What follows belongs to an exercise in optimizing a design on an open flow for small area, a short achievable clock period and few clock cycles; a production flow would make more cautious choices. The RTL was checked by simulation tests, not by an equivalence proof against the original design. No run shown here takes its clock network from TritonCTS; it comes from the design's own scripts or RTL. The clock input has no modelled driver; a real chip could not lean on it and would need a root buffer or a full tree. No activity file was given, so power comes from the tool's default toggle rates.

[design/flow/design.v]
module S_Axi_Lite #(
    parameter integer P_S_AXI_DATA_WIDTH = 32,
    parameter integer P_S_AXI_ADDR_WIDTH = 4
)
(
    input  wire                                S_AXI_ACLK,
    input  wire                                S_AXI_ARESETN,
    input  wire [P_S_AXI_ADDR_WIDTH-1 : 0]     S_AXI_AWADDR,
    input  wire [2 : 0]                        S_AXI_AWPROT,
    input  wire                                S_AXI_AWVALID,
    output wire                                S_AXI_AWREADY,
    input  wire [P_S_AXI_DATA_WIDTH-1 : 0]     S_AXI_WDATA,
    input  wire [(P_S_AXI_DATA_WIDTH/8)-1 : 0] S_AXI_WSTRB,
    input  wire                                S_AXI_WVALID,
    output wire                                S_AXI_WREADY,
    output wire [1 : 0]                        S_AXI_BRESP,
    output wire                                S_AXI_BVALID,
    input  wire                                S_AXI_BREADY,
    input  wire [P_S_AXI_ADDR_WIDTH-1 : 0]     S_AXI_ARADDR,
    input  wire [2 : 0]                        S_AXI_ARPROT,
    input  wire                                S_AXI_ARVALID,
    output wire                                S_AXI_ARREADY,
    output wire [P_S_AXI_DATA_WIDTH-1 : 0]     S_AXI_RDATA,
    output wire [1 : 0]                        S_AXI_RRESP,
    output wire                                S_AXI_RVALID,
    input  wire                                S_AXI_RREADY
);
localparam integer DW = P_S_AXI_DATA_WIDTH;
reg       wq_v0;
reg [3:0] wq_h0;
reg [1:0] wq_a1;
reg       r_bvalid, b2;
reg       r_awready, r_wready;
wire wq_v1 = ~r_awready;
wire aw_hs = S_AXI_AWVALID & r_awready;
wire w_hs  = S_AXI_WVALID  & r_wready;
wire b_hs  = r_bvalid      & S_AXI_BREADY;
wire wq_v0_n = wq_v1 | aw_hs | (wq_v0 & ~w_hs);
wire wq_v1_n = ~w_hs & (wq_v1 | (aw_hs & wq_v0));
wire b1_n    = b2 | w_hs | (r_bvalid & ~b_hs);
wire b2_n    = ~b_hs & (b2 | (r_bvalid & w_hs));
wire wq_ld   = ~wq_v0 | w_hs;              
always @(posedge S_AXI_ACLK) begin
    if (~S_AXI_ARESETN) begin
        wq_v0     <= 1'b0;
        r_awready <= 1'b1;
        r_wready  <= 1'b0;
        r_bvalid  <= 1'b0;
        b2        <= 1'b0;
    end else begin
        wq_v0     <= wq_v0_n;
        r_awready <= ~wq_v1_n;
        r_wready  <= wq_v0_n & ~b2_n;
        r_bvalid  <= b1_n;
        b2        <= b2_n;
    end
end
always @(posedge S_AXI_ACLK) begin
    if (r_awready)
        wq_a1 <= S_AXI_AWADDR[1:0];
    wq_h0 <= ({4{wq_ld}} & (4'b0001 << (wq_v1 ? wq_a1 : S_AXI_AWADDR[1:0]))) |
             ({4{~wq_ld}} & wq_h0);
end
reg [DW-1:0] r_reg0, r_reg1, r_reg2, r_reg3;
reg [3:0]    rv;
wire [3:0] we = {4{w_hs}} & wq_h0;
always @(posedge S_AXI_ACLK) begin
    if (~S_AXI_ARESETN)
        rv <= 4'd0;
    else
        rv <= rv | we;
end
always @(posedge S_AXI_ACLK) begin
    if (we[0]) r_reg0 <= S_AXI_WDATA;
    if (we[1]) r_reg1 <= S_AXI_WDATA;
    if (we[2]) r_reg2 <= S_AXI_WDATA;
    if (we[3]) r_reg3 <= S_AXI_WDATA;
end
reg       rq_v0;
reg [3:0] rq_h0;                           
reg [1:0] rq_a1;
reg       r_arready, r_rvalid;
reg [DW-1:0] r_rdata;
wire rq_v1 = ~r_arready;
wire ar_hs = S_AXI_ARVALID & r_arready;
wire r_adv = ~r_rvalid | S_AXI_RREADY;    
wire r_mv  = rq_v0 & r_adv;
wire rq_v0_n = rq_v1 | ar_hs | (rq_v0 & ~r_mv);
wire rq_v1_n = ~r_mv & (rq_v1 | (ar_hs & rq_v0));
wire rq_ld   = ~rq_v0 | r_mv;              
always @(posedge S_AXI_ACLK) begin
    if (~S_AXI_ARESETN) begin
        rq_v0     <= 1'b0;
        r_arready <= 1'b1;
        r_rvalid  <= 1'b0;
    end else begin
        rq_v0     <= rq_v0_n;
        r_arready <= ~rq_v1_n;
        r_rvalid  <= r_mv | ~r_adv;
    end
end
always @(posedge S_AXI_ACLK) begin
    if (r_arready)
        rq_a1 <= S_AXI_ARADDR[1:0];
    rq_h0 <= ({4{rq_ld}} & (4'b0001 << (rq_v1 ? rq_a1 : S_AXI_ARADDR[1:0]))) |
             ({4{~rq_ld}} & rq_h0);
end
wire [3:0] rsel = rv & rq_h0;
wire [3:0] rld  = rsel & {4{r_adv}};
wire       rhld = ~r_adv;
always @(posedge S_AXI_ACLK) begin
    r_rdata <= ({DW{rld[0]}} & r_reg0) | ({DW{rld[1]}} & r_reg1) |
               ({DW{rld[2]}} & r_reg2) | ({DW{rld[3]}} & r_reg3) |
               ({DW{rhld}}   & r_rdata);
end
assign S_AXI_AWREADY = r_awready;
assign S_AXI_WREADY  = r_wready;
assign S_AXI_BVALID  = r_bvalid;
assign S_AXI_BRESP   = 2'b00;
assign S_AXI_ARREADY = r_arready;
assign S_AXI_RVALID  = r_rvalid;
assign S_AXI_RDATA   = r_rdata;
assign S_AXI_RRESP   = 2'b00;
endmodule
[design/flow/flow/run.sh]
#!/bin/bash
# Own layout flow: the standard synthesis (standard.sh synth, unchanged),
# then the gates between the registers re-mapped for area (remap.sh; registers
# untouched, equivalence checked), then the standard layout steps with
# minimum-size port buffers and a balanced two-level clock tree: the clock
# port drives four buf_16, each driving two buf_12, each feeding an equal
# share of the registers, split by recursive bisection (mytree.tcl).
set -euo pipefail
W=$PWD
F=$W/flow
R=$W/orfs/results/sky130hd/S_Axi_Lite/base
mkdir -p "$W/remap"
bash standard.sh synth > "$W/synth.log" 2>&1
cp "$R/1_2_yosys.v" "$W/remap/std_synth.v"
bash "$F/remap.sh" "$W/remap/std_synth.v" "$W/remap/remapped.v" "$W/remap" > "$W/remap.log" 2>&1
cp "$W/remap/remapped.v" "$R/1_2_yosys.v"
rm -f "$R/1_synth.odb" "$R/1_synth.sdc"
export BUFFER_PORTS_ARGS="-buffer_cell sky130_fd_sc_hd__buf_1"
export PRE_CTS_TCL="$F/pre_cts.tcl"
bash standard.sh > "$W/layout.log" 2>&1
[design/flow/flow/mytree.tcl]
# Clock tree built directly, balanced by recursive bisection: the registers
# are split in halves of equal count (across the longer side of their
# bounding box) until there are NLEAF groups; each group gets a leaf buffer
# at its centre. The clock port drives NROOT root buffers; root r drives the
# NLEAF/NROOT leaves that come from the same part of the bisection. Every
# register is two buffers from the port and every buffer drives the same
# number of loads (within one), so the tree is balanced.

proc my_bisect {pts n} {
  # pts: list of {item x y}; returns n groups of nearly equal size
  if {$n <= 1} { return [list $pts] }
  set xs [lmap p $pts {lindex $p 1}]
  set ys [lmap p $pts {lindex $p 2}]
  set w [expr {[tcl::mathfunc::max {*}$xs] - [tcl::mathfunc::min {*}$xs]}]
  set h [expr {[tcl::mathfunc::max {*}$ys] - [tcl::mathfunc::min {*}$ys]}]
  set idx [expr {$w >= $h ? 1 : 2}]
  set sorted [lsort -real -index $idx $pts]
  set half [expr {$n / 2}]
  set cut [expr {int(round([llength $pts] * double($half) / $n))}]
  return [concat [my_bisect [lrange $sorted 0 [expr {$cut - 1}]] $half] \
                 [my_bisect [lrange $sorted $cut end] [expr {$n - $half}]]]
}

proc my_centre {pts} {
  set sx 0.0; set sy 0.0
  foreach p $pts { set sx [expr {$sx + [lindex $p 1]}]; set sy [expr {$sy + [lindex $p 2]}] }
  set m [llength $pts]
  return [list [expr {$sx / $m}] [expr {$sy / $m}]]
}

proc my_make_buf {blk master name in_net xy} {
  set inst [odb::dbInst_create $blk $master $name]
  set net [odb::dbNet_create $blk "${name}_net"]
  $net setSigType CLOCK
  [$inst findITerm X] connect $net
  [$inst findITerm A] connect $in_net
  $inst setLocation [expr {int([lindex $xy 0])}] [expr {int([lindex $xy 1])}]
  $inst setPlacementStatus PLACED
  return $net
}

proc my_clock_tree {nroot nleaf rootcell leafcell} {
  set blk [ord::get_db_block]
  set clk_net [$blk findNet S_AXI_ACLK]
  set sinks {}
  foreach it [$clk_net getITerms] {
    set bb [[$it getInst] getBBox]
    lappend sinks [list $it [expr {([$bb xMin]+[$bb xMax])/2.0}] [expr {([$bb yMin]+[$bb yMax])/2.0}]]
  }
  set rmaster [[ord::get_db] findMaster $rootcell]
  set lmaster [[ord::get_db] findMaster $leafcell]
  set per [expr {$nleaf / $nroot}]
  set r 0; set l 0
  foreach rgroup [my_bisect $sinks $nroot] {
    set lgroups [my_bisect $rgroup $per]
    set lcentres [lmap g $lgroups {my_centre $g}]
    set rnet [my_make_buf $blk $rmaster "clkbuf_root_$r" $clk_net [my_centre [lmap c $lcentres {list x {*}$c}]]]
    foreach g $lgroups c $lcentres {
      set lnet [my_make_buf $blk $lmaster "clkbuf_leaf_$l" $rnet $c]
      foreach s $g {
        set it [lindex $s 0]
        $it disconnect
        $it connect $lnet
      }
      incr l
    }
    incr r
  }
  set_propagated_clock [all_clocks]
  puts "my_clock_tree: [llength $sinks] sinks, $nroot root and $nleaf leaf buffers"
}
[design/flow/flow/pre_cts.tcl]
# Sourced by ORFS's cts.tcl before clock tree synthesis (PRE_CTS_TCL).
# Builds the clock tree here (mytree.tcl) and turns the step's own
# clock_tree_synthesis call into a no-op; the rest of the CTS step
# (legalization, timing repair) runs as usual.
source [file join [file dirname [info script]] mytree.tcl]
my_clock_tree 4 8 sky130_fd_sc_hd__buf_16 sky130_fd_sc_hd__buf_12
proc clock_tree_synthesis {args} {
  puts "clock tree built by flow/mytree.tcl; clock_tree_synthesis skipped"
}
[design/flow/flow/remap.sh]
#!/bin/bash
set -uo pipefail
STD=$1; OUT=$2; D=$3
F=$(cd "$(dirname "$0")" && pwd)
LIB=$FLOW_HOME/platforms/sky130hd/lib/sky130_fd_sc_hd__tt_025C_1v80.lib
DU=$(grep -o 'sky130_fd_sc_hd__lpflow_[a-z0-9_]*\|sky130_fd_sc_hd__probe[a-z0-9_]*' "$LIB" | sort -u | sed 's/^/-dont_use /' | tr '\n' ' ')
best=""; best_area=""
cp "$STD" "$OUT"
n=0
while IFS= read -r line; do
  [[ -z "$line" ]] && continue
  n=$((n+1)); sc=s$n
  echo "$line" | tr ';' '\n' | sed 's/^ *//' > "$D/$sc.abc"; echo topo >> "$D/$sc.abc"
  cat > "$D/remap_$sc.ys" <<EOY
read_liberty -ignore_miss_func $LIB
blackbox =sky130_fd_sc_hd__*df* =sky130_fd_sc_hd__*dl* =sky130_fd_sc_hd__*sdf*
read_verilog $STD
hierarchy -top S_Axi_Lite
flatten
opt_clean
abc -liberty $LIB $DU -script $D/$sc.abc
opt_clean -purge
rename -hide w:*.*
opt_clean -purge
hilomap -singleton -hicell sky130_fd_sc_hd__conb_1 HI -locell sky130_fd_sc_hd__conb_1 LO
opt_clean -purge
tee -o $D/remap_$sc.stat stat -liberty $LIB
write_verilog -noattr -nohex -nodec $D/remap_$sc.v
EOY
  yosys -l "$D/remap_$sc.log" -s "$D/remap_$sc.ys" < /dev/null > /dev/null 2>&1 || continue
  cat > "$D/equiv_$sc.ys" <<EOY
read_liberty -ignore_miss_func $LIB
read_verilog $STD
rename S_Axi_Lite gold
read_verilog $D/remap_$sc.v
rename S_Axi_Lite gate
hierarchy -check
cd gold
rename -hide w:* i:* %d o:* %d
rename -hide c:* t:sky130_fd_sc_hd__*df* %d
cd gate
rename -hide w:* i:* %d o:* %d
rename -hide c:* t:sky130_fd_sc_hd__*df* %d
cd
flatten gold gate
opt_clean
equiv_make gold gate equiv
hierarchy -top equiv
equiv_simple -seq 2
equiv_induct
equiv_status -assert
EOY
  yosys -l "$D/equiv_$sc.log" -s "$D/equiv_$sc.ys" < /dev/null > /dev/null 2>&1 || { echo "remap $sc: not proven equivalent, skipped"; continue; }
  # every register instance of the standard netlist must still be there
  a=$(grep -o '^ *sky130_fd_sc_hd__e\?df[a-z0-9_]* [^ ]*' "$STD" | sort | md5sum)
  b=$(grep -o '^ *sky130_fd_sc_hd__e\?df[a-z0-9_]* [^ ]*' "$D/remap_$sc.v" | sort | md5sum)
  [[ "$a" == "$b" ]] || { echo "remap $sc: registers differ, skipped"; continue; }
  area=$(grep -o "Chip area for module '\\\\S_Axi_Lite': [0-9.]*" "$D/remap_$sc.stat" | awk '{print $NF}')
  echo "remap $sc: area $area"
  if [[ -z "$best" ]] || awk "BEGIN{exit !($area < $best_area)}"; then best=$sc; best_area=$area; fi
done < "$F/scripts.abc"
if [[ -n "$best" ]]; then cp "$D/remap_$best.v" "$OUT"; echo "using remap $best"; else echo "using the standard netlist"; fi
[design/flow/flow/scripts.abc]
strash; dch; map -a
strash; dch; amap
strash; dc2; dch; map -a
strash; balance; rewrite; refactor; balance; rewrite -z; rewrite -z; balance; dch; map -a
strash; dch -f; map -a
strash; dch; map -a; strash; dch; amap
strash; dc2; dc2; dch -f; amap
strash; dch -f; amap
strash; dc2; dch -f; map -a
strash; balance; rewrite; refactor; balance; rewrite -z; rewrite -z; balance; dch -f; amap
strash; dc2; dch; amap
strash; dch; amap; strash; dch -f; map -a
[design/flow/standard.sh]
#!/bin/bash
# synth_recipe.tcl (not shown) runs the flow's synth.tcl, then flattens the netlist and writes it again
# the make line also repeats each setting of config.mk as NAME=value (left out here)
make -C /OpenROAD-flow-scripts/flow DESIGN_CONFIG=/design/flow/config.mk WORK_HOME=/design/flow/orfs CLKGATE_MAP_FILE= SYNTH_SCRIPT=/design/flow/synth_recipe.tcl "${@:-finish}"
[design/flow/config.mk]
export PLATFORM = sky130hd
export DESIGN_NAME = S_Axi_Lite
export DESIGN_NICKNAME = S_Axi_Lite
export VERILOG_FILES = /design/flow/design.v
export SDC_FILE = /design/flow/constraint.sdc
export NUM_CORES = 4
export LEC_CHECK = 0
export CAP_MARGIN = 20
export CORE_MARGIN = 2
export CORE_UTILIZATION = 60
export SETUP_SLACK_MARGIN = 2.45
export SLEW_MARGIN = 20
[design/flow/constraint.sdc]
create_clock -name core_clock -period 4.0 [get_ports {S_AXI_ACLK}]
set_input_delay 0.8000 -clock core_clock [delete_from_list [all_inputs] [get_ports {S_AXI_ACLK}]]
set_output_delay 0.8000 -clock core_clock [all_outputs]
set_load 0.01 [all_outputs]
==> results.rst, run 1 <==
.. list-table::
   :header-rows: 1

   * - Metric
     - Value
   * - Type of the worst setup path
     - input port to flop
   * - # nets final
     - around 560
   * - Tightest Hold Check Type
     - flop to flop
   * - Post-DRT Antenna Nets
     - 0
   * - RSZ-0062 raised after global routing
     - yes
   * - Die Ht
     - ~100 um
   * - Chip Width
     - 105 um
   * - Number of warnings issued by yosys
     - 1
   * - Critical path startpoint category
     - input port
   * - Longest individual stage delay on the worst path
     - around 0.18 ns
   * - Hold Path Cell Cnt
     - 2
   * - Kind of capture point of the worst setup path
     - flop
   * - Clock network latency to the later pin of the worst-skew pair
     - approximately 0.23 ns
   * - Pins Over Slew Limit
     - 0
   * - Routed WL per cell
     - between 15 and 20 um
   * - Antenna diodes
     - 0
   * - Routed via count
     - between 3000 and 4000
   * - CORE AREA
     - 9820 sq um
   * - Number of global-route vias before repair
     - 3627
   * - Synthesized area per cell
     - between 15 and 20 sq um
   * - Slowest-stage cell, CP
     - buf_8
   * - Leakage power total
     - 0.00255 uW
   * - Filler cell count
     - about 650
   * - Setup-violating endpoint count in the final report
     - 0
   * - Total global-route track usage
     - ~22%
   * - First DRT Iteration DRCs
     - 434
   * - Overflow left after global routing
     - 0
   * - WHS Endpoint
     - rv[0]$_SDFF_PN0_
   * - R2r worst-path depth
     - 5
   * - Launching point of the worst reg2reg path
     - r_wready$_SDFF_PN0_
   * - Summed instance area of the synthesized netlist
     - 6080 sq um
   * - Number of I/O port buffers
     - 79
   * - Final hold violation count
     - 0
   * - Maximum number of pins on one net before global-route repair
     - 34
   * - Number of primary I/O pins
     - slightly below 100
   * - Number of maximum-capacitance constraint violations
     - 0
   * - Final min period
     - ~1.5 ns
   * - DRC Markers
     - 0
   * - Chain of cells forming the critical path
     - buf_6, nand2_8, buf_4, nor2b_4, buf_8
   * - Area of combinational cells with multiple inputs
     - 1140 sq um
   * - Worst Min Path Start
     - rv[0]$_SDFF_PN0_
   * - Worst EP required
     - approximately 4 ns
   * - Clock transition at the register clock pins on the worst setup and hold paths after CTS
     - ~0.090 ns
   * - Area of all sequential standard cells
     - between 5000 and 6000 sq um
   * - Period utilisation layout
     - between 30% and 40%
   * - Area added between synthesis and finish
     - 20.9%
   * - Hold_buf cts
     - 0
   * - Power per unit of standard cell area
     - 467 nW/um^2
   * - First-pass GRT wire length
     - roughly 19 mm
   * - Maximum net fanout on the critical path
     - 11
   * - FP Rows
     - 36
   * - Post-placement cell area
     - 6660 sq um
   * - Initial antenna violation count
     - 0
   * - Outcome
     - no timing/DRC/antenna violations
   * - Post-route standard cell area excluding fillers
     - about 7400 sq um
   * - Reg2reg end
     - r_reg0[6]$_DFFE_PP_
   * - Total negative setup slack
     - 0 ns
   * - Setup slack of the worst register-to-register path
     - ~2.6 ns
   * - Die Outline Area
     - 11000 sq um
   * - WL final
     - 12.5 mm
   * - Weighted congestion at the end of routability-driven global placement
     - between 0.7 and 0.8
   * - Arrival time reported for the critical path endpoint
     - 1.49 ns
   * - HPWL reported at the end of detailed placement
     - ~6.5 mm
   * - Detailed Routing Iterations Pass 1
     - 6
   * - VDD IR-drop max
     - around 0.28 mV
   * - Initial Utilization
     - 62.0%
   * - Via-to-Cell Ratio
     - 5.91
   * - Layout cells sized above 1
     - 19.8%
   * - Maximum operating frequency
     - between 600 and 700 MHz
   * - Syn Inst Count
     - about 370
   * - Fin Clk Skew
     - 0.00812 ns
==> where the power goes <==
part,switching (uW),total (uW),leakage [uW],internal (uW)
logic,132,221,0.000774,88.9
registers,30.9,2160,0.00165,2130
clock network,511,1050,0.000126,539
total,674,3440,0.00255,2760
==> sequential cells by signal (all words and copies together) (netlist names), 2 cells and up, named ones only <==
register	count
rv	4
r_reg1	32
r_reg0	32
wq_a1	2
rq_a1	2
r_reg3	32
r_rdata	32
r_reg2	32
==> area by class of cell <==
class | instances | area share (%)
inverter | 12 | 0.783
tap | 133 | 2.26
buffer | 12 | 3.68
multi-input combinational | 182 | 15.5
sequential | 184 | 68.9
timing repair buffer | 109 | 8.95
==> cell usage in the layout (no fill, tap or decap), types with 5 or more instances in the layout <==
cell type  instances
clkbuf_2          15
buf_2             12
clkinv_1          11
buf_6              5
a222oi_1          31
edfxtp_1         136
nor2_1            51
buf_1             51
buf_4             19
dfxtp_2            9
dfxtp_1           37
buf_16             5
a21oi_1           65
buf_12            11
nor2b_4            9
==> worst max-delay path: cells and delay by family <==
family	cells	cell delay [ns]
buffers and inverters	3	0.44
and+or+nand+nor	2	0.24
==> worst max path at each step <==
stage / start / endpoint / cells after the start
final: S_AXI_WVALID / r_reg0[6]$_DFFE_PP_ / 5
after global routing: S_AXI_WVALID / r_reg0[6]$_DFFE_PP_ / 5
after CTS: S_AXI_WVALID / r_reg0[1]$_DFFE_PP_ / 5
after detailed placement: S_AXI_WVALID / r_reg1[22]$_DFFE_PP_ / 4
after global placement: S_AXI_WVALID / r_reg1[22]$_DFFE_PP_ / 4
after floorplan: S_AXI_RREADY / r_rdata[18]$_DFF_P_ / 4
==> through the flow <==
| step | power [uW] | setup slack (ns) | cells | util, % | hold slack, ns |
|---|---|---|---|---|---|
| after floorplan | 2290 | 2.13 | 374 | - | 0.433 |
| after detailed placement | 2380 | 1.51 | 591 | 67.8 | 0.455 |
| after CTS | 3440 | 2.44 | 628 | 73.9 | 0.475 |
| final | 3440 | 2.45 | 632 | 74.9 | 0.481 |
| after global placement | 2370 | 1.54 | 591 | 67.8 | 0.444 |
| after global routing | 3540 | 2.44 | 632 | 74.9 | 0.504 |
==> routing by layer <==
metal	global-route usage, %	vias up	share of wire, %	routed length (um)
met5	0	-	0	0
met4	2.95	0	0.59	74
met3	2.43	6	7.8	974
met2	35.3	150	47	5910
met1	33.4	1858	44	5500
li1	-	1720	-	-
==> what timing repair did <==
action	4_1_cts	5_1_grt
endpoints found under the setup margin	182	92
hold endpoints to repair	0	0
gates resized for setup	33	36
setup buffers	20	4
cloned	5	0
Testbench counts, summed over its fixed seeds: cycles 784.
==> inputs of run 2 (changes only) <==
--- a/design/flow/config.mk
+++ b/design/flow/config.mk
@@ -8,5 +8,5 @@
 export CAP_MARGIN = 20
 export CORE_MARGIN = 2
 export CORE_UTILIZATION = 60
-export SETUP_SLACK_MARGIN = 2.45
+export SETUP_SLACK_MARGIN = 2.4
 export SLEW_MARGIN = 20
==> results.rst, run 2 <==
.. list-table::
   :header-rows: 1

   * - Metric
     - Value
   * - Outcome
     - no timing/DRC/antenna violations (unchanged)
   * - CORE AREA
     - 9820 sq um (unchanged)
   * - Clock network latency to the later pin of the worst-skew pair
     - 0.23 ns (about the same)
   * - Total design power
     - 3410 uW (was 3440 uW)
   * - Top library cells by usage in the layout, fill and taps aside
     - edfxtp_1 (136), buf_1 (74), a21oi_1 (66), nor2_1 (51), dfxtp_1 (45) (was edfxtp_1 (136), a21oi_1 (65), nor2_1 (51), buf_1 (51), dfxtp_1 (37))
   * - Internal power component
     - 2750 uW (was 2760 uW)
   * - Tightest Hold Check Type
     - flop to flop (unchanged)
   * - Area of combinational cells with multiple inputs
     - 1090 sq um (was 1140 sq um)
   * - Chain of cells forming the critical path
     - buf_2, nand2_8, nor2b_4, buf_8 (was buf_6, nand2_8, buf_4, nor2b_4, buf_8)
   * - Initial antenna violation count
     - 0 (unchanged)
   * - Sw Ratio
     - 19.4% (was 19.6%)
   * - Family with the most delay on the worst path
     - simple AND/OR/NAND/NOR gates (was buffers and inverters)
   * - Leakage power total
     - 0.00240 uW (was 0.00255 uW)
   * - Kind of capture point of the worst setup path
     - flop (unchanged)
   * - DRC Markers
     - 0 (unchanged)
   * - Number of I/O port buffers
     - 79 (unchanged)
   * - Initial Utilization
     - 62.0% (unchanged)
   * - Via-to-Cell Ratio
     - 5.88 (was 5.91)
   * - WL final
     - 12.3 mm (was 12.5 mm)
   * - Antenna diodes
     - 0 (unchanged)
   * - Die Ht
     - 105 um (unchanged)
   * - Final Util
     - 73.4% (was 74.9%)
   * - Die Outline Area
     - 11000 sq um (unchanged)
   * - Arrival time reported for the critical path endpoint
     - 1.53 ns (was 1.49 ns)
   * - Weighted congestion at the end of routability-driven global placement
     - 0.733 (was 0.705)
   * - Total negative setup slack
     - 0 ns (unchanged)
   * - Filler cell count
     - 662 (was 645)
   * - FP Rows
     - 36 (unchanged)
   * - Switching power
     - 659 uW (was 674 uW)
   * - Maximum number of pins on one net before global-route repair
     - 34 (unchanged)
   * - Proportion of power drawn by combinational gates
     - 5.9% (was 6.4%)
   * - Area added between synthesis and finish
     - 18.5% (was 20.9%)
   * - VDD IR-drop max
     - 0.269 mV (was 0.275 mV)
   * - First-pass GRT wire length
     - 18.9 mm (about the same)
   * - RSZ-0062 raised after global routing
     - no (was yes)
   * - Number of warnings issued by yosys
     - 1 (unchanged)
   * - Maximum operating frequency
     - 628 MHz (was 647 MHz)
   * - Hold_buf cts
     - 0 (unchanged)
   * - Longest individual stage delay on the worst path
     - 0.25 ns (was 0.18 ns)
   * - Chip Width
     - 105 um (unchanged)
   * - Slowest-stage cell, CP
     - nor2b_4 (was buf_8)
   * - Maximum net fanout on the critical path
     - 16 (was 11)
   * - Detailed Routing Iterations Pass 1
     - 8 (was 6)
   * - First DRT Iteration DRCs
     - 360 (was 434)
   * - Worst EP required
     - 3.94 ns (about the same)
   * - Clock transition at the register clock pins on the worst setup and hold paths after CTS
     - 0.08 ns (was 0.09 ns)
   * - Critical path startpoint category
     - input port (unchanged)
   * - Number of maximum-capacitance constraint violations
     - 0 (unchanged)
   * - Number of buffer and inverter instances along the worst setup path
     - 2 (was 3)
   * - Setup-violating endpoint count in the final report
     - 0 (unchanged)
   * - Part of the total power dissipated in sequential elements
     - 63.6% (was 63.0%)
   * - Routed WL per cell
     - 19.9 um (was 19.7 um)
   * - Period utilisation layout
     - 39.8% (was 38.6%)
   * - Layout cells sized above 1
     - 10.5% (was 19.8%)
   * - Post-route standard cell area excluding fillers
     - 7210 sq um (was 7350 sq um)
   * - Fin Clk Skew
     - 0.00800 ns (was 0.00812 ns)
   * - Syn Inst Count
     - 371 (unchanged)
   * - HPWL reported at the end of detailed placement
     - 6.73 mm (was 6.53 mm)
   * - Post-placement cell area
     - 6680 sq um (was 6660 sq um)
   * - Summed instance area of the synthesized netlist
     - 6080 sq um (unchanged)
   * - Final hold violation count
     - 0 (unchanged)
   * - Leading cell type in the layout, fill and taps excluded
     - edfxtp_1 (unchanged)
   * - Synthesized area per cell
     - 16.4 sq um (unchanged)
   * - Number of global-route vias before repair
     - 3579 (was 3627)
   * - Overflow left after global routing
     - 0 (unchanged)
   * - Final critical-path setup slack
     - 2.41 ns (was 2.45 ns)
   * - Pins Over Slew Limit
     - 0 (unchanged)
   * - Power per unit of standard cell area
     - 472 nW/um^2 (was 467 nW/um^2)
   * - Total global-route track usage
     - 21.9% (was 21.8%)
   * - Place WS
     - 1.55 ns (was 1.51 ns)
   * - Post-DRT Antenna Nets
     - 0 (unchanged)
   * - Clock share of power
     - 30.5% (was 30.6%)
   * - Routed via count
     - 3637 (was 3734)
   * - Final min period
     - 1.59 ns (was 1.55 ns)
   * - Number of primary I/O pins
     - 98 (unchanged)
   * - Area of all sequential standard cells
     - 5050 sq um (was 5060 sq um)
   * - Type of the worst setup path
     - input port to flop (unchanged)
   * - # nets final
     - 545 (was 558)
[run 2: metal layers]
| layer | share of wire [%] | track usage (%) | wire (um) | vias up |
|---|---|---|---|---|
| met5 | 0 | 0 | 0 | - |
| met4 | 1.3 | 3.52 | 166 | 0 |
| met3 | 9.0 | 2.56 | 1110 | 10 |
| met2 | 48 | 36.2 | 5920 | 159 |
| met1 | 42 | 32.5 | 5140 | 1775 |
| li1 | - | - | - | 1693 |
[run 2: repair_timing]
action	in CTS	in global routing
endpoints found under the setup margin	167	60
resized for setup	18	11
setup buffers	8	2
gates cloned	2	1
[run 2: worst register-to-register path, delay by kind of cell, from the launching register on]
family | cells | cell delay, ns
buffers and inverters | 1 | 0.28
AO/OA/AOI/OAI | 2 | 0.53
AND/OR/NAND/NOR | 1 | 0.23
flip-flops | 1 | 0.35
[run 2: worst paths after layout]
path	end	cells after the start	slack (ns)	startpoint
setup / recovery	r_reg3[6]$_DFFE_PP_	4	2.41	S_AXI_WVALID
setup reg to reg	r_rdata[13]$_DFF_P_	4	2.50	flop
hold / removal	rv[0]$_SDFF_PN0_	2	0.47	rv[0]$_SDFF_PN0_
hold reg to reg	rv[0]$_SDFF_PN0_	2	0.47	rv[0]$_SDFF_PN0_
[run 2: per-stage QoR]
step	cells	hold slack (ns)
5_1_grt	619	0.502
3_5_place_dp	594	0.456
3_3_place_gp	594	0.441
6_report	619	0.469
2_1_floorplan	374	0.433
4_1_cts	616	0.474
[run 2: final cells by class]
class | instances | share of cell area, %
plain buffers | 12 | 3.75
inverters | 12 | 0.989
multi-input cells | 180 | 15.1
flip-flops and latches | 184 | 70.0
well taps | 133 | 2.31
repair buffers | 98 | 7.81
[run 2: power groups by stage]
| stage | Clock, uW | Combinational, uW | Sequential (uW) |
|---|---|---|---|
| 2_1_floorplan | 0 | 83.0 | 2210 |
| 3_3_place_gp | 0 | 172 | 2200 |
| 3_5_place_dp | 0 | 176 | 2200 |
| 4_1_cts | 1060 | 195 | 2170 |
| 5_1_grt | 1130 | 221 | 2170 |
| 6_report | 1040 | 200 | 2170 |
==> inputs of run 3 (changes only) <==
--- a/design/flow/config.mk
+++ b/design/flow/config.mk
@@ -8,5 +8,5 @@
 export CAP_MARGIN = 20
 export CORE_MARGIN = 2
 export CORE_UTILIZATION = 60
-export SETUP_SLACK_MARGIN = 2.4
+export SETUP_SLACK_MARGIN = 2.35
 export SLEW_MARGIN = 20
==> results.rst, run 3 <==
.. list-table::
   :header-rows: 1

   * - Metric
     - Value
   * - Routed WL per cell
     - 19.7 um (was 19.9 um)
   * - VDD IR-drop max
     - 0.339 mV (was 0.269 mV)
   * - Worst hold slack
     - 0.466 ns (was 0.469 ns)
   * - Slowest-stage cell, CP
     - dfxtp_1 (was nor2b_4)
   * - Overflow left after global routing
     - 0 (unchanged)
   * - R2r worst-path depth
     - 4 (unchanged)
   * - First DRT Iteration DRCs
     - 312 (was 360)
   * - Maximum number of pins on one net before global-route repair
     - 35 (was 34)
   * - Initial antenna violation count
     - 0 (unchanged)
   * - FP Rows
     - 36 (unchanged)
   * - Clock transition at the register clock pins on the worst setup and hold paths after CTS
     - 0.09 ns (was 0.08 ns)
   * - Chain of cells forming the critical path
     - buf_1 (was buf_2, nand2_8, nor2b_4, buf_8)
   * - Switching power
     - 666 uW (was 659 uW)
   * - Routed via count
     - 3615 (was 3637)
   * - # nets final
     - 541 (was 545)
   * - Setup-violating endpoint count in the final report
     - 0 (unchanged)
   * - Area added between synthesis and finish
     - 16.7% (was 18.5%)
   * - DRC Markers
     - 0 (unchanged)
   * - Internal power component
     - 2740 uW (was 2750 uW)
   * - Syn Inst Count
     - 371 (unchanged)
   * - Power per unit of standard cell area
     - 480 nW/um^2 (was 472 nW/um^2)
   * - Post-DRT Antenna Nets
     - 0 (unchanged)
   * - WL final
     - 12.1 mm (was 12.3 mm)
   * - RSZ-0062 raised after global routing
     - no (unchanged)
   * - Synthesized area per cell
     - 16.4 sq um (unchanged)
   * - Arrival time reported for the critical path endpoint
     - 0.79 ns (was 1.53 ns)
   * - Final min period
     - 1.59 ns (about the same)
   * - Hold Path Cell Cnt
     - 2 (unchanged)
   * - Worst EP required
     - 3.20 ns (was 3.94 ns)
   * - Tightest Hold Check Type
     - flop to flop (unchanged)
   * - Type of the worst setup path
     - flop to output port (was input port to flop)
   * - Layout cells sized above 1
     - 8.09% (was 10.5%)
   * - Longest individual stage delay on the worst path
     - 0.38 ns (was 0.25 ns)
   * - Fin Clk Skew
     - 0.0114 ns (was 0.00800 ns)
   * - Summed instance area of the synthesized netlist
     - 6080 sq um (unchanged)
   * - Outcome
     - no timing/DRC/antenna violations (unchanged)
   * - Maximum operating frequency
     - 631 MHz (was 628 MHz)
   * - Top library cells by usage in the layout, fill and taps aside
     - edfxtp_1 (136), buf_1 (78), a21oi_1 (66), nor2_1 (51), dfxtp_1 (46) (was edfxtp_1 (136), buf_1 (74), a21oi_1 (66), nor2_1 (51), dfxtp_1 (45))
   * - Number of primary I/O pins
     - 98 (unchanged)
   * - Setup slack of the worst register-to-register path
     - 2.50 ns (about the same)
   * - First-pass GRT wire length
     - 19.0 mm (was 18.9 mm)
   * - Leakage power total
     - 0.00235 uW (was 0.00240 uW)
   * - Die Outline Area
     - 11000 sq um (unchanged)
   * - Total negative setup slack
     - 0 ns (unchanged)
   * - Hold_buf cts
     - 0 (unchanged)
   * - Part of the total power dissipated in sequential elements
     - 63.5% (was 63.6%)
   * - Clock network latency to the later pin of the worst-skew pair
     - 0.24 ns (was 0.23 ns)
   * - Critical path startpoint category
     - flop (was input port)
   * - Sw Ratio
     - 19.6% (was 19.4%)
   * - Pins Over Slew Limit
     - 0 (unchanged)
   * - Final hold violation count
     - 0 (unchanged)
   * - Period utilisation layout
     - 39.6% (was 39.8%)
   * - Number of buffer and inverter instances along the worst setup path
     - 1 (was 2)
   * - Chip Width
     - 105 um (unchanged)
   * - Total global-route track usage
     - 21.9% (about the same)
   * - CORE AREA
     - 9820 sq um (unchanged)
   * - Antenna diodes
     - 0 (unchanged)
   * - Via-to-Cell Ratio
     - 5.88 (about the same)
   * - Stages on the worst setup path
     - 1 (was 4)
   * - Leading cell type in the layout, fill and taps excluded
     - edfxtp_1 (unchanged)
   * - Weighted congestion at the end of routability-driven global placement
     - 0.688 (was 0.733)
   * - Family with the most delay on the worst path
     - flip-flops (was simple AND/OR/NAND/NOR gates)
   * - Detailed Routing Iterations Pass 1
     - 5 (was 8)
   * - Maximum net fanout on the critical path
     - 4 (was 16)
   * - Number of maximum-capacitance constraint violations
     - 0 (unchanged)
   * - Number of global-route vias before repair
     - 3629 (was 3579)
   * - Die Ht
     - 105 um (unchanged)
   * - Number of I/O port buffers
     - 79 (unchanged)
   * - HPWL reported at the end of detailed placement
     - 6.65 mm (was 6.73 mm)
   * - Initial Utilization
     - 62.0% (unchanged)
   * - Clock share of power
     - 30.9% (was 30.5%)
   * - Proportion of power drawn by combinational gates
     - 5.6% (was 5.9%)
   * - Number of warnings issued by yosys
     - 1 (unchanged)
   * - Kind of capture point of the worst setup path
     - output port (was flop)
-- run 3: area by class of cell --
cell class | instances | area, sq um
Timing Repair Buffer | 95 | 490
Sequential cell | 184 | 5050
Tap cell | 133 | 166
Buffer | 12 | 270
Fill cell | 690 | 2720
Inverter | 12 | 50.0
Multi-Input combinational cell | 179 | 1070
-- run 3: final timing paths --
path / start / endpoint
max: r_awready$_SDFF_PN1_ / S_AXI_AWREADY
min: rv[0]$_SDFF_PN0_ / rv[0]$_SDFF_PN0_
max reg2reg: flop / r_rdata[1]$_DFF_P_
min reg2reg: rv[0]$_SDFF_PN0_ / rv[0]$_SDFF_PN0_
-- run 3: per-stage QoR --
stage | area [sq um] | util [%] | setup WS, ns | instances | power, uW
floorplan | 6150 | - | 2.13 | 374 | 2290
global placement | 6690 | 68.1 | 1.57 | 595 | 2370
detailed placement | 6690 | 68.1 | 1.57 | 595 | 2380
CTS | 7070 | 72.0 | 2.34 | 615 | 3420
global route | 7100 | 72.3 | 2.38 | 615 | 3510
finish | 7100 | 72.3 | 2.41 | 615 | 3410
-- run 3: repair_timing --
action	CTS	global route
endpoints found under the setup margin	133	71
pin swaps	0	0
buffers inserted	7	0
cloned	1	0
gates resized for setup	13	9
-- run 3: power groups by stage --
stage	clock network, uW	logic, uW	registers (uW)
2_1_floorplan	0	83.0	2210
3_3_place_gp	0	171	2200
3_5_place_dp	0	177	2200
4_1_cts	1070	189	2160
5_1_grt	1130	211	2170
6_report	1050	190	2160
-- run 3: layer usage --
metal	routed length, um	up-vias	global-route usage, %	part of all wire (%)
met4	137	0	3.05	1.1
met5	0	-	0	0
met3	735	11	2.12	6.1
met2	6230	128	39.6	51
met1	5020	1789	30.0	41
li1	-	1687	-	-
==> inputs of run 4 (changes only) <==
--- a/design/flow/flow/scripts.abc
+++ b/design/flow/flow/scripts.abc
@@ -10,3 +10,6 @@
 strash; balance; rewrite; refactor; balance; rewrite -z; rewrite -z; balance; dch -f; amap
 strash; dc2; dch; amap
 strash; dch; amap; strash; dch -f; map -a
+strash; collapse; sop; fx; strash; dch; amap
+strash; collapse; sop; fx; strash; balance; dch; amap
+strash; collapse; sop; fx; strash; dch -f; amap
==> results.rst, run 4 <==
.. list-table::
   :header-rows: 1

   * - Metric
     - Value
   * - RSZ-0062 raised after global routing
     - yes (was no)
   * - First DRT Iteration DRCs
     - 466 (was 312)
   * - Overflow left after global routing
     - 0 (unchanged)
   * - Chip Width
     - 104 um (was 105 um)
   * - CORE AREA
     - 9770 sq um (was 9820 sq um)
   * - Cell Count Post-Placement
     - 568 (was 595)
   * - VDD IR-drop max
     - 0.277 mV (was 0.339 mV)
   * - Power per unit of standard cell area
     - 469 nW/um^2 (was 480 nW/um^2)
   * - Maximum net fanout on the critical path
     - 9 (was 4)
   * - Worst EP required
     - 4.12 ns (was 3.20 ns)
   * - Final min period
     - 1.78 ns (was 1.59 ns)
   * - Clock transition at the register clock pins on the worst setup and hold paths after CTS
     - 0.09 ns (about the same)
   * - Critical path startpoint category
     - input port (was flop)
   * - Final cell count without fillers
     - 601 (was 615)
   * - Synthesized area per cell
     - 17.3 sq um (was 16.4 sq um)
   * - Leakage power total
     - 0.00246 uW (was 0.00235 uW)
   * - Via-to-Cell Ratio
     - 6.16 (was 5.88)
   * - Number of warnings issued by yosys
     - 1 (unchanged)
   * - Area added between synthesis and finish
     - 18.2% (was 16.7%)
   * - Routed WL per cell
     - 21.6 um (was 19.7 um)
   * - Layout cells sized above 1
     - 11.1% (was 8.09%)
   * - Total negative setup slack
     - 0 ns (unchanged)
   * - Maximum operating frequency
     - 561 MHz (was 631 MHz)
   * - Detailed Routing Iterations Pass 1
     - 5 (unchanged)
   * - FP Rows
     - 36 (unchanged)
   * - Area of all sequential standard cells
     - 5050 sq um (about the same)
   * - Antenna diodes
     - 0 (unchanged)
   * - Weighted congestion at the end of routability-driven global placement
     - 0.789 (was 0.688)
   * - Total design power
     - 3350 uW (was 3410 uW)
   * - Top library cells by usage in the layout, fill and taps aside
     - edfxtp_1 (136), buf_1 (78), dfxtp_1 (45), nand2_1 (43), a222oi_1 (32) (was edfxtp_1 (136), buf_1 (78), a21oi_1 (66), nor2_1 (51), dfxtp_1 (46))
   * - Post-route standard cell area excluding fillers
     - 7150 sq um (was 7100 sq um)
   * - HPWL reported at the end of detailed placement
     - 6.41 mm (was 6.65 mm)
   * - Filler cell count
     - 645 (was 690)
   * - Chain of cells forming the critical path
     - buf_1, nor2b_4, inv_4, and3_4, buf_6, a222oi_1, nand2_1 (was buf_1)
   * - Number of buffer and inverter instances along the worst setup path
     - 3 (was 1)
   * - Initial Utilization
     - 61.9% (was 62.0%)
   * - Longest individual stage delay on the worst path
     - 0.35 ns (was 0.38 ns)
   * - Slowest-stage cell, CP
     - a222oi_1 (was dfxtp_1)
   * - Summed instance area of the synthesized netlist
     - 6050 sq um (was 6080 sq um)
   * - Initial antenna violation count
     - 0 (unchanged)
   * - Number of maximum-capacitance constraint violations
     - 0 (unchanged)
   * - Number of global-route vias before repair
     - 3522 (was 3629)
   * - First-pass GRT wire length
     - 18.1 mm (was 19.0 mm)
   * - Leading cell type in the layout, fill and taps excluded
     - edfxtp_1 (unchanged)
   * - Post-DRT Antenna Nets
     - 0 (unchanged)
   * - Family with the most delay on the worst path
     - simple AND/OR/NAND/NOR gates (was flip-flops)
   * - Outcome
     - no timing/DRC/antenna violations (unchanged)
   * - WL final
     - 13.0 mm (was 12.1 mm)
   * - Kind of capture point of the worst setup path
     - flop (was output port)
   * - Setup slack of the worst register-to-register path
     - 2.51 ns (was 2.50 ns)
   * - Maximum number of pins on one net before global-route repair
     - 35 (unchanged)
   * - Number of primary I/O pins
     - 98 (unchanged)
   * - Type of the worst setup path
     - input port to flop (was flop to output port)
   * - DRC Markers
     - 0 (unchanged)
   * - Final hold violation count
     - 0 (unchanged)
   * - Die Ht
     - 104 um (was 105 um)
   * - Routed via count
     - 3704 (was 3615)
   * - Total global-route track usage
     - 20.9% (was 21.9%)
   * - Number of I/O port buffers
     - 79 (unchanged)
   * - Syn Inst Count
     - 349 (was 371)
   * - Clock network latency to the later pin of the worst-skew pair
     - 0.24 ns (about the same)
   * - Fin Clk Skew
     - 0.0138 ns (was 0.0114 ns)
   * - Die Outline Area
     - 10900 sq um (was 11000 sq um)
   * - # nets final
     - 527 (was 541)
   * - Pins Over Slew Limit
     - 0 (unchanged)
   * - Period utilisation layout
     - 44.6% (was 39.6%)
   * - Setup-violating endpoint count in the final report
     - 0 (unchanged)
   * - Post-placement cell area
     - 6630 sq um (was 6690 sq um)
   * - Area of combinational cells with multiple inputs
     - 1140 sq um (was 1070 sq um)
   * - Tightest Hold Check Type
     - flop to flop (unchanged)
   * - Arrival time reported for the critical path endpoint
     - 1.90 ns (was 0.79 ns)
-- run 4: metal layers --
| layer | GRT usage [%] | wire length [um] |
|---|---|---|
| met1 | 29.2 | 5230 |
| met2 | 36.6 | 6510 |
| met3 | 2.07 | 1090 |
| met4 | 3.67 | 167 |
| met5 | 0 | 0 |
-- run 4: final timing paths --
path                             from                  end  cells past startpoint
setup / recovery         S_AXI_RREADY  r_rdata[22]$_DFF_P_                      7
hold / removal    r_reg0[9]$_DFFE_PP_   r_rdata[9]$_DFF_P_                      2
setup reg to reg  r_rvalid$_SDFF_PN0_  r_rdata[22]$_DFF_P_                      6
hold reg to reg   r_reg0[9]$_DFFE_PP_   r_rdata[9]$_DFF_P_                      2
-- run 4: final cells by class --
cell class                      count  share of cell area, %
Sequential cell                   184                   70.6
Inverter                            9                  0.508
Timing Repair Buffer               96                   6.78
Multi-Input combinational cell    167                   16.0
Buffer                             12                   3.78
Tap cell                          133                   2.33
-- run 4: stage by stage --
| stage | hold slack, ns | worst slack (ns) | utilization, % |
|---|---|---|---|
| finish | 0.452 | 2.22 | 73.1 |
| global route | 0.474 | 2.19 | 73.1 |
| CTS | 0.461 | 2.19 | 72.0 |
| detailed placement | 0.442 | 1.52 | 67.8 |
| global placement | 0.434 | 1.55 | 67.8 |
| floorplan | 0.428 | 1.81 | - |
-- run 4: worst register-to-register path, stage by stage, from the launching register on --
cell and delay [ns]:
dfxtp_1 0.34, nor2b_4 0.17, inv_4 0.08, and3_4 0.20, buf_6 0.16, a222oi_1 0.35
nand2_1 0.07
-- run 4: timing repair --
action	4_1_cts	5_1_grt
gates cloned	3	5
setup endpoints to repair	171	41
pin swaps	0	17
resized for setup	7	9
buffers inserted	9	4
hold buffers	0	0
-- run 4: where the power goes --
group / leakage (uW) / total, uW / internal (uW) / switching, uW
clock network: 0.000126 / 1060 / 539 / 520
registers: 0.00164 / 2140 / 2110 / 28.5
logic: 0.000691 / 147 / 51.6 / 95.3
total: 0.00246 / 3350 / 2700 / 643
==> inputs of run 5 (changes only) <==
==> design/flow/flow/scripts.abc (replaced) <==
strash; dch; map -a
==> results.rst, run 5 <==
.. list-table::
   :header-rows: 1

   * - Metric
     - Value
   * - Outcome
     - no timing/DRC/antenna violations (unchanged)
   * - WL final
     - 12.4 mm (was 13.0 mm)
   * - R2r worst-path depth
     - 4 (was 6)
   * - Final min period
     - 1.59 ns (was 1.78 ns)
   * - Die Ht
     - 105 um (was 104 um)
   * - Via-to-Cell Ratio
     - 5.91 (was 6.16)
   * - Power per unit of standard cell area
     - 478 nW/um^2 (was 469 nW/um^2)
   * - FP Rows
     - 36 (unchanged)
   * - Detailed Routing Iterations Pass 1
     - 5 (unchanged)
   * - Total negative setup slack
     - 0 ns (unchanged)
   * - Kind of capture point of the worst setup path
     - output port (was flop)
   * - Longest individual stage delay on the worst path
     - 0.39 ns (was 0.35 ns)
   * - DRC Markers
     - 0 (unchanged)
   * - Worst Min Path Start
     - r_rdata[8]$_DFF_P_ (was r_reg0[9]$_DFFE_PP_)
   * - Period utilisation layout
     - 39.6% (was 44.6%)
   * - First-pass GRT wire length
     - 18.7 mm (was 18.1 mm)
   * - Slowest-stage cell, CP
     - dfxtp_2 (was a222oi_1)
   * - Critical path startpoint category
     - flop (was input port)
   * - Initial Utilization
     - 62.5% (was 61.9%)
   * - Initial antenna violation count
     - 0 (unchanged)
   * - First DRT Iteration DRCs
     - 266 (was 466)
   * - Reg2reg end
     - r_rdata[29]$_DFF_P_ (was r_rdata[22]$_DFF_P_)
   * - Arrival time reported for the critical path endpoint
     - 0.79 ns (was 1.90 ns)
   * - Slew at the pin closest to its max-slew limit
     - about 0.61 ns
   * - Chain of cells forming the critical path
     - buf_1 (was buf_1, nor2b_4, inv_4, and3_4, buf_6, a222oi_1, nand2_1)
   * - Worst EP required
     - 3.20 ns (was 4.12 ns)
   * - Number of warnings issued by yosys
     - 1 (unchanged)
   * - Layout cells sized above 1
     - 7.94% (was 11.1%)
   * - Clock transition at the register clock pins on the worst setup and hold paths after CTS
     - 0.09 ns (about the same)
   * - Stages on the worst setup path
     - 1 (was 7)
   * - Filler cell count
     - 654 (was 645)
   * - Number of maximum-capacitance constraint violations
     - 0 (unchanged)
   * - Setup slack of the worst register-to-register path
     - 2.48 ns (was 2.51 ns)
   * - Area of all sequential standard cells
     - 5050 sq um (about the same)
   * - Place WS
     - 1.97 ns (was 1.52 ns)
   * - Weighted congestion at the end of routability-driven global placement
     - 0.675 (was 0.789)
   * - Final hold violation count
     - 0 (unchanged)
   * - Final critical-path setup slack
     - 2.41 ns (was 2.22 ns)
   * - Chip Width
     - 105 um (was 104 um)
   * - Max transition margin
     - 59.5%
   * - Clock network latency to the later pin of the worst-skew pair
     - 0.24 ns (about the same)
   * - Fin Clk Skew
     - 0.0114 ns (was 0.0138 ns)
   * - Leading cell type in the layout, fill and taps excluded
     - edfxtp_1 (unchanged)
   * - Routed via count
     - 3687 (was 3704)
   * - Hold Path Cell Cnt
     - 2 (unchanged)
   * - Number of primary I/O pins
     - 98 (unchanged)
   * - Pins Over Slew Limit
     - 0 (unchanged)
   * - Top library cells by usage in the layout, fill and taps aside
     - edfxtp_1 (136), buf_1 (79), a22oi_1 (64), dfxtp_1 (46), nor2_1 (41) (was edfxtp_1 (136), buf_1 (78), dfxtp_1 (45), nand2_1 (43), a222oi_1 (32))
   * - Area added between synthesis and finish
     - 16.0% (was 18.2%)
   * - Die Outline Area
     - 11100 sq um (was 10900 sq um)
   * - Tightest Hold Check Type
     - flop to flop (unchanged)
   * - Antenna diodes
     - 0 (unchanged)
   * - Synthesized area per cell
     - 15.9 sq um (was 17.3 sq um)
   * - Area of combinational cells with multiple inputs
     - 1110 sq um (was 1140 sq um)
   * - RSZ-0062 raised after global routing
     - no (was yes)
   * - Maximum net fanout on the critical path
     - 7 (was 9)
   * - Post-DRT Antenna Nets
     - 0 (unchanged)
   * - Syn Inst Count
     - 388 (was 349)
   * - Summed instance area of the synthesized netlist
     - 6160 sq um (was 6050 sq um)
   * - Total global-route track usage
     - 21.9% (was 20.9%)
   * - Launching point of the worst reg2reg path
     - rv[0]$_SDFF_PN0_ (was r_rvalid$_SDFF_PN0_)
   * - Setup-violating endpoint count in the final report
     - 0 (unchanged)
   * - # nets final
     - 550 (was 527)
   * - Type of the worst setup path
     - flop to output port (was input port to flop)
   * - WHS Endpoint
     - r_rdata[8]$_DFF_P_ (was r_rdata[9]$_DFF_P_)
   * - VDD IR-drop max
     - 0.321 mV (was 0.277 mV)
   * - Overflow left after global routing
     - 0 (unchanged)
   * - HPWL reported at the end of detailed placement
     - 6.08 mm (was 6.41 mm)
   * - Maximum operating frequency
     - 631 MHz (was 561 MHz)
   * - Number of I/O port buffers
     - 79 (unchanged)
   * - Number of buffer and inverter instances along the worst setup path
     - 1 (was 3)
   * - Routed WL per cell
     - 19.9 um (was 21.6 um)
   * - Number of global-route vias before repair
     - 3617 (was 3522)
   * - Leakage power total
     - 0.00230 uW (was 0.00246 uW)
   * - Maximum number of pins on one net before global-route repair
     - 66 (was 35)
   * - CORE AREA
     - 9860 sq um (was 9770 sq um)
   * - Family with the most delay on the worst path
     - flip-flops (was simple AND/OR/NAND/NOR gates)
## run 5: how the worst max path moves through the flow
stage,from,endpoint,slack (ns)
final,r_arready$_SDFF_PN1_,S_AXI_ARREADY,2.41
after global routing,r_awready$_SDFF_PN1_,S_AXI_AWREADY,2.36
after CTS,S_AXI_WVALID,r_reg2[14]$_DFFE_PP_,2.29
after detailed placement,S_AXI_WVALID,r_reg2[7]$_DFFE_PP_,1.97
after global placement,S_AXI_WVALID,r_reg3[7]$_DFFE_PP_,1.98
after floorplan,S_AXI_WVALID,r_reg0[0]$_DFFE_PP_,2.34
## run 5: where the power goes
group / switching [uW] / leakage [uW] / internal, uW
Clock: 519 / 0.000126 / 539
Combinational: 134 / 0.000532 / 56.7
Sequential: 31.0 / 0.00164 / 2140
## run 5: area by class of cell
cell class / count / share of cell area, %
tap: 133 / 2.33
inverter: 29 / 2.59
sequential: 184 / 70.6
buffer: 12 / 3.78
multi-input combinational: 182 / 15.5
timing repair buffer: 84 / 5.20
## run 5: routing by layer
metal  vias to the layer above  global-route usage [%]  part of all wire, %  wire length [um]
met1                      1846                    29.8                   44              5440
met4                         0                    4.57                  1.8               225
met3                        15                    2.66                  4.6               576
li1                       1719                       -                    -                 -
met2                       107                    38.3                   50              6150
met5                         -                       0                    0                 0
## run 5: through the flow
stage	hold WS [ns]	cells	total power, uW	util [%]	area, sq um
global placement	0.465	603	2370	67.9	6690
detailed placement	0.476	603	2380	67.9	6690
global route	0.512	624	3520	72.5	7150
CTS	0.488	619	3430	71.4	7050
floorplan	0.437	391	2300	-	6210
finish	0.487	624	3420	72.5	7150
## run 5: timing repair
action | CTS | global route
buffers inserted | 0 | 5
pin swaps | 4 | 3
endpoints found under the setup margin | 161 | 146
gates resized for setup | 10 | 7
hold buffers | 0 | 0
cloned | 4 | 0
==> inputs of run 6 (changes only) <==
==> design/flow/flow/scripts.abc (replaced) <==
strash; dch -f; map -a
==> results.rst, run 6 <==
.. list-table::
   :header-rows: 1

   * - Metric
     - Value
   * - RSZ-0062 raised after global routing
     - no (unchanged)
   * - Slowest-stage cell, CP
     - dfxtp_1 (was dfxtp_2)
   * - Post-route standard cell area excluding fillers
     - 7030 sq um (was 7150 sq um)
   * - Number of global-route vias before repair
     - 3635 (was 3617)
   * - Number of warnings issued by yosys
     - 1 (unchanged)
   * - Leakage power total
     - 0.00230 uW (about the same)
   * - Clock transition at the register clock pins on the worst setup and hold paths after CTS
     - 0.08 ns (was 0.09 ns)
   * - Maximum net fanout on the critical path
     - 4 (was 7)
   * - R2r worst-path depth
     - 5 (was 4)
   * - Clock share of power
     - 31.0% (about the same)
   * - Number of primary I/O pins
     - 98 (unchanged)
   * - Summed instance area of the synthesized netlist
     - 6160 sq um (about the same)
   * - Part of the total power dissipated in sequential elements
     - 64.2% (was 63.4%)
   * - Kind of capture point of the worst setup path
     - output port (unchanged)
   * - Reg2reg end
     - r_rdata[5]$_DFF_P_ (was r_rdata[29]$_DFF_P_)
   * - Initial Utilization
     - 62.4% (was 62.5%)
   * - Family with the most delay on the worst path
     - flip-flops (unchanged)
   * - Sw Ratio
     - 19.2% (was 20.0%)
   * - Fin Clk Skew
     - 0.0115 ns (was 0.0114 ns)
   * - Maximum number of pins on one net before global-route repair
     - 65 (was 66)
   * - DRC Markers
     - 0 (unchanged)
   * - Clock network latency to the later pin of the worst-skew pair
     - 0.23 ns (was 0.24 ns)
   * - Power per unit of standard cell area
     - 479 nW/um^2 (was 478 nW/um^2)
   * - Type of the worst setup path
     - flop to output port (unchanged)
   * - Die Ht
     - 105 um (about the same)
   * - Outcome
     - no timing/DRC/antenna violations (unchanged)
   * - VDD IR-drop max
     - 0.295 mV (was 0.321 mV)
   * - Pins Over Slew Limit
     - 0 (unchanged)
   * - Initial antenna violation count
     - 0 (unchanged)
   * - Detailed Routing Iterations Pass 1
     - 5 (unchanged)
   * - Area added between synthesis and finish
     - 14.2% (was 16.0%)
   * - Arrival time reported for the critical path endpoint
     - 0.79 ns (about the same)
   * - Antenna diodes
     - 0 (unchanged)
   * - Post-DRT Antenna Nets
     - 0 (unchanged)
   * - HPWL reported at the end of detailed placement
     - 6.28 mm (was 6.08 mm)
   * - Weighted congestion at the end of routability-driven global placement
     - 0.727 (was 0.675)
   * - CORE AREA
     - 9860 sq um (unchanged)
   * - Layout cells sized above 1
     - 6.78% (was 7.94%)
   * - Setup slack of the worst register-to-register path
     - 2.47 ns (was 2.48 ns)
   * - Routed via count
     - 3537 (was 3687)
   * - Chip Width
     - 105 um (about the same)
   * - # nets final
     - 546 (was 550)
   * - Final min period
     - 1.59 ns (about the same)
   * - Chain of cells forming the critical path
     - buf_1 (unchanged)
   * - Filler cell count
     - 681 (was 654)
   * - Setup-violating endpoint count in the final report
     - 0 (unchanged)
   * - Number of I/O port buffers
     - 79 (unchanged)
   * - Via-to-Cell Ratio
     - 5.70 (was 5.91)
   * - Period utilisation layout
     - 39.8% (was 39.6%)
   * - Worst EP required
     - 3.20 ns (about the same)
   * - Routed WL per cell
     - 18.1 um (was 19.9 um)
   * - Longest individual stage delay on the worst path
     - 0.38 ns (was 0.39 ns)
   * - Launch point of the critical path
     - r_bvalid$_SDFF_PN0_ (was r_arready$_SDFF_PN1_)
   * - Number of buffer and inverter instances along the worst setup path
     - 1 (unchanged)
   * - Maximum operating frequency
     - 628 MHz (was 631 MHz)
   * - Final hold violation count
     - 0 (unchanged)
   * - WL final
     - 11.2 mm (was 12.4 mm)
   * - Total global-route track usage
     - 20.3% (was 21.9%)
   * - Tightest Hold Check Type
     - flop to flop (unchanged)
   * - Timing endpoint of the critical path
     - S_AXI_BVALID (was S_AXI_ARREADY)
   * - Internal power component
     - 2720 uW (was 2730 uW)
   * - Synthesized area per cell
     - 15.8 sq um (was 15.9 sq um)
   * - Overflow left after global routing
     - 0 (unchanged)
   * - Leading cell type in the layout, fill and taps excluded
     - edfxtp_1 (unchanged)
   * - Critical path startpoint category
     - flop (unchanged)
   * - First-pass GRT wire length
     - 18.0 mm (was 18.7 mm)
   * - Post-placement cell area
     - 6690 sq um (about the same)
   * - Top library cells by usage in the layout, fill and taps aside
     - edfxtp_1 (136), buf_1 (79), a22oi_1 (64), nor2_1 (51), dfxtp_1 (46) (was edfxtp_1 (136), buf_1 (79), a22oi_1 (64), dfxtp_1 (46), nor2_1 (41))
   * - Syn Inst Count
     - 389 (was 388)
   * - Die Outline Area
     - 11100 sq um (about the same)
   * - Stages on the worst setup path
     - 1 (unchanged)
   * - Switching power
     - 645 uW (was 684 uW)
   * - Proportion of power drawn by combinational gates
     - 4.8% (was 5.6%)
   * - Total negative setup slack
     - 0 ns (unchanged)
   * - Number of maximum-capacitance constraint violations
     - 0 (unchanged)
   * - FP Rows
     - 36 (unchanged)
   * - First DRT Iteration DRCs
     - 201 (was 266)
run 6: area by class of cell:
class,count,area (sq um),area share (%)
multi-input cells,184,1050,14.9
inverters,24,173,2.46
repair buffers,83,327,4.65
plain buffers,12,270,3.84
flip-flops and latches,184,5050,71.8
well taps,133,166,2.37
run 6: worst min-delay path by stage:
stage | endpoint | from | slack, ns | cells past startpoint
finish | rv[3]$_SDFF_PN0_ | rv[3]$_SDFF_PN0_ | 0.49 | 2
global route | r_rdata[7]$_DFF_P_ | r_rdata[7]$_DFF_P_ | 0.51 | 2
CTS | rv[3]$_SDFF_PN0_ | rv[3]$_SDFF_PN0_ | 0.49 | 2
detailed placement | rv[3]$_SDFF_PN0_ | rv[3]$_SDFF_PN0_ | 0.46 | 2
global placement | rv[0]$_SDFF_PN0_ | rv[0]$_SDFF_PN0_ | 0.45 | 2
floorplan | rv[0]$_SDFF_PN0_ | rv[0]$_SDFF_PN0_ | 0.44 | 2
run 6: per-layer routing:
| layer | global-route usage, % | routed length (um) | part of all wire (%) |
|---|---|---|---|
| met1 | 28.4 | 4820 | 43 |
| met5 | 0 | 0 | 0 |
| met2 | 35.3 | 5690 | 51 |
| met3 | 2.04 | 519 | 4.6 |
| met4 | 3.62 | 187 | 1.7 |
run 6: power groups by stage:
stage	sequential [uW]	combinational, uW	clock, uW
final	2160	160	1040
after global routing	2170	181	1120
after CTS	2160	160	1060
after detailed placement	2200	157	0
after global placement	2200	151	0
after floorplan	2210	71.6	0
run 6: through the flow:
step | worst slack, ns | power [uW] | utilization [%] | std cells | hold slack [ns]
final | 2.41 | 3360 | 71.3 | 620 | 0.486
after global routing | 2.35 | 3470 | 71.3 | 620 | 0.509
after CTS | 2.32 | 3380 | 71.0 | 620 | 0.486
after detailed placement | 2.00 | 2360 | 67.8 | 608 | 0.464
after global placement | 2.03 | 2350 | 67.8 | 608 | 0.451
after floorplan | 2.36 | 2280 | - | 392 | 0.440
run 6: timing repair:
item                       CTS  global route
setup endpoints to repair  165           152
pin swaps                    0             0
hold buffers                 0             0
gates resized for setup      8             8
buffers inserted             0             0
==> inputs of run 7 (changes only) <==
--- a/design/flow/config.mk
+++ b/design/flow/config.mk
@@ -8,5 +8,5 @@
 export CAP_MARGIN = 20
 export CORE_MARGIN = 2
 export CORE_UTILIZATION = 60
-export SETUP_SLACK_MARGIN = 2.35
+export SETUP_SLACK_MARGIN = 2.4
 export SLEW_MARGIN = 20
==> results.rst, run 7 <==
.. list-table::
   :header-rows: 1

   * - Metric
     - Value
   * - Total negative setup slack
     - 0 ns (unchanged)
   * - RSZ-0062 raised after global routing
     - no (unchanged)
   * - Clock network latency to the later pin of the worst-skew pair
     - 0.23 ns (about the same)
   * - Family with the most delay on the worst path
     - flip-flops (unchanged)
   * - Tightest Hold Check Type
     - flop to flop (unchanged)
   * - Launch point of the critical path
     - r_rdata[28]$_DFF_P_ (was r_bvalid$_SDFF_PN0_)
   * - Number of maximum-capacitance constraint violations
     - 0 (unchanged)
   * - Weighted congestion at the end of routability-driven global placement
     - 0.727 (unchanged)
   * - Period utilisation layout
     - 39.4% (was 39.8%)
   * - Top library cells by usage in the layout, fill and taps aside
     - edfxtp_1 (136), buf_1 (75), a22oi_1 (64), nor2_1 (51), dfxtp_1 (45) (was edfxtp_1 (136), buf_1 (79), a22oi_1 (64), nor2_1 (51), dfxtp_1 (46))
   * - Maximum operating frequency
     - 635 MHz (was 628 MHz)
   * - Total design power
     - 3370 uW (was 3360 uW)
   * - Die Outline Area
     - 11100 sq um (unchanged)
   * - Number of global-route vias before repair
     - 3606 (was 3635)
   * - Number of buffer and inverter instances along the worst setup path
     - 1 (unchanged)
   * - Via-to-Cell Ratio
     - 5.77 (was 5.70)
   * - Outcome
     - no timing/DRC/antenna violations (unchanged)
   * - Filler cell count
     - 668 (was 681)
   * - Detailed Routing Iterations Pass 1
     - 4 (was 5)
   * - Pins Over Slew Limit
     - 0 (unchanged)
   * - Layout cells sized above 1
     - 8.76% (was 6.78%)
   * - DRC Markers
     - 0 (unchanged)
   * - Fin Clk Skew
     - 0.00918 ns (was 0.0115 ns)
   * - Number of warnings issued by yosys
     - 1 (unchanged)
   * - Overflow left after global routing
     - 0 (unchanged)
   * - Longest individual stage delay on the worst path
     - 0.34 ns (was 0.38 ns)
   * - Setup-violating endpoint count in the final report
     - 0 (unchanged)
   * - Routed WL per cell
     - 18.5 um (was 18.1 um)
   * - Clock transition at the register clock pins on the worst setup and hold paths after CTS
     - 0.09 ns (was 0.08 ns)
   * - Final hold violation count
     - 0 (unchanged)
   * - Arrival time reported for the critical path endpoint
     - 0.78 ns (was 0.79 ns)
   * - CORE AREA
     - 9860 sq um (unchanged)
   * - Area added between synthesis and finish
     - 15.4% (was 14.2%)
   * - Post-DRT Antenna Nets
     - 0 (unchanged)
   * - Maximum net fanout on the critical path
     - 2 (was 4)
   * - Die Ht
     - 105 um (unchanged)
   * - Hold_buf cts
     - 0 (unchanged)
   * - Number of I/O port buffers
     - 79 (unchanged)
   * - Chip Width
     - 105 um (unchanged)
   * - Worst hold slack
     - 0.487 ns (was 0.486 ns)
   * - Critical path startpoint category
     - flop (unchanged)
   * - HPWL reported at the end of detailed placement
     - 6.28 mm (unchanged)
   * - Maximum number of pins on one net before global-route repair
     - 65 (unchanged)
   * - VDD IR-drop max
     - 0.295 mV (about the same)
   * - Routed via count
     - 3603 (was 3537)
   * - Number of primary I/O pins
     - 98 (unchanged)
   * - Kind of capture point of the worst setup path
     - output port (unchanged)
   * - Worst EP required
     - 3.20 ns (about the same)
   * - Slowest-stage cell, CP
     - dfxtp_1 (unchanged)
   * - Worst Min Path Start
     - r_rdata[2]$_DFF_P_ (was rv[3]$_SDFF_PN0_)
   * - WL final
     - 11.5 mm (was 11.2 mm)
   * - Final Util
     - 72.0% (was 71.3%)
   * - Type of the worst setup path
     - flop to output port (unchanged)
   * - First-pass GRT wire length
     - 18.3 mm (was 18.0 mm)
   * - Post-CTS Repair Setup Buffers
     - 0 (unchanged)
   * - Final critical-path setup slack
     - 2.42 ns (was 2.41 ns)
   * - Chain of cells forming the critical path
     - buf_1 (unchanged)
   * - Final min period
     - 1.58 ns (was 1.59 ns)
   * - Initial Utilization
     - 62.4% (unchanged)
   * - Leakage power total
     - 0.00238 uW (was 0.00230 uW)
   * - Power per unit of standard cell area
     - 474 nW/um^2 (was 479 nW/um^2)
   * - Place WS
     - 2.00 ns (unchanged)
   * - Initial antenna violation count
     - 0 (unchanged)
   * - First DRT Iteration DRCs
     - 195 (was 201)
   * - Syn Inst Count
     - 389 (unchanged)
   * - Leading cell type in the layout, fill and taps excluded
     - edfxtp_1 (unchanged)
   * - FP Rows
     - 36 (unchanged)
   * - Antenna diodes
     - 0 (unchanged)
   * - Total global-route track usage
     - 20.7% (was 20.3%)
   * - Synthesized area per cell
     - 15.8 sq um (unchanged)
   * - # nets final
     - 550 (was 546)
   * - Summed instance area of the synthesized netlist
     - 6160 sq um (unchanged)
-- run 7: routing by layer --
layer	global-route usage (%)	up-vias	wire [um]
met5	0	-	0
met4	3.81	0	229
met3	1.73	17	599
met2	35.8	114	5770
met1	29.6	1768	4930
li1	-	1704	-
-- run 7: repair_timing --
action,CTS,global route
gates cloned,4,0
endpoints found under the setup margin,166,101
gates resized for setup,21,10
-- run 7: path summary, 6_finish.rpt --
| path | endpoint | slack [ns] | depth (start not counted) |
|---|---|---|---|
| worst min-delay path | r_rdata[2]$_DFF_P_ | 0.49 | 2 |
| worst min register to register | r_rdata[2]$_DFF_P_ | 0.49 | 2 |
| worst max-delay path | S_AXI_RDATA[28] | 2.42 | 1 |
| worst max register to register | r_rdata[5]$_DFF_P_ | 2.57 | 5 |
-- run 7: final cells by class --
type	count	area, sq um	area share [%]
Buffer	12	270	3.80
Inverter	24	178	2.50
Multi-Input combinational cell	184	1070	15.0
Sequential cell	184	5050	71.1
Tap cell	133	166	2.34
Timing Repair Buffer	83	332	4.67
Timing Repair inverter	4	35.0	0.493
-- run 7: stage by stage --
step                area, sq um  instances
finish                     7100        624
global route               7100        624
CTS                        7070        624
detailed placement         6690        608
global placement           6690        608
floorplan                  6200        392
-- run 7: power by group --
| part | internal (uW) | switching, uW |
|---|---|---|
| Sequential | 2130 | 29.8 |
| Combinational | 50.9 | 117 |
| Clock | 539 | 501 |

[afterwards: timing with drivers on the ports]
How much do the figures lean on ideal ports? The routed layouts below were timed once more, with nothing changed but the port constraints. Step 1 (the two cells are an assumption about what drives the block):
set clk [get_ports {S_AXI_ACLK}]
set_driving_cell -lib_cell sky130_fd_sc_hd__clkbuf_16 $clk
set_driving_cell -lib_cell sky130_fd_sc_hd__buf_2 [delete_from_list [all_inputs] $clk]
Step 2 moves the port delays by t, midway between the first and last clock arrival at a register: inputs arrive t later, outputs are due t later. That takes back most of the time a late clock gives input paths. a / b / c = ideal ports / drivers / drivers and shift; a / b = the first two.
| run | t, ns | setup slack, ns | clock arrival spread, ns | worst register clock-pin slew, ns | worst data-port slew with drivers (ns) |
|---|---|---|---|---|---|
| run 1 | 0.335 | 2.455 / 2.353 / 2.186 | 0.010 / 0.010 | 0.09 / 0.09 | 0.05 |
| run 2 | 0.332 | 2.408 / 2.325 / 2.160 | 0.008 / 0.008 | 0.09 / 0.09 | 0.05 |
| run 3 | 0.334 | 2.415 / 2.310 / 2.181 | 0.014 / 0.014 | 0.09 / 0.09 | 0.05 |
| run 4 | 0.337 | 2.217 / 2.301 / 1.965 | 0.014 / 0.015 | 0.09 / 0.09 | 0.05 |
| run 5 | 0.335 | 2.414 / 2.311 / 2.219 | 0.012 / 0.011 | 0.09 / 0.09 | 0.05 |
| run 6 | 0.336 | 2.407 / 2.301 / 2.237 | 0.012 / 0.013 | 0.09 / 0.09 | 0.06 |
| run 7 | 0.336 | 2.424 / 2.317 / 2.252 | 0.009 / 0.009 | 0.09 / 0.09 | 0.06 |
After both steps setup and hold are still met in every run listed. The setup slack of run 1, which loses most, moves by -0.102 ns with the drivers and by -0.269 ns with both steps.
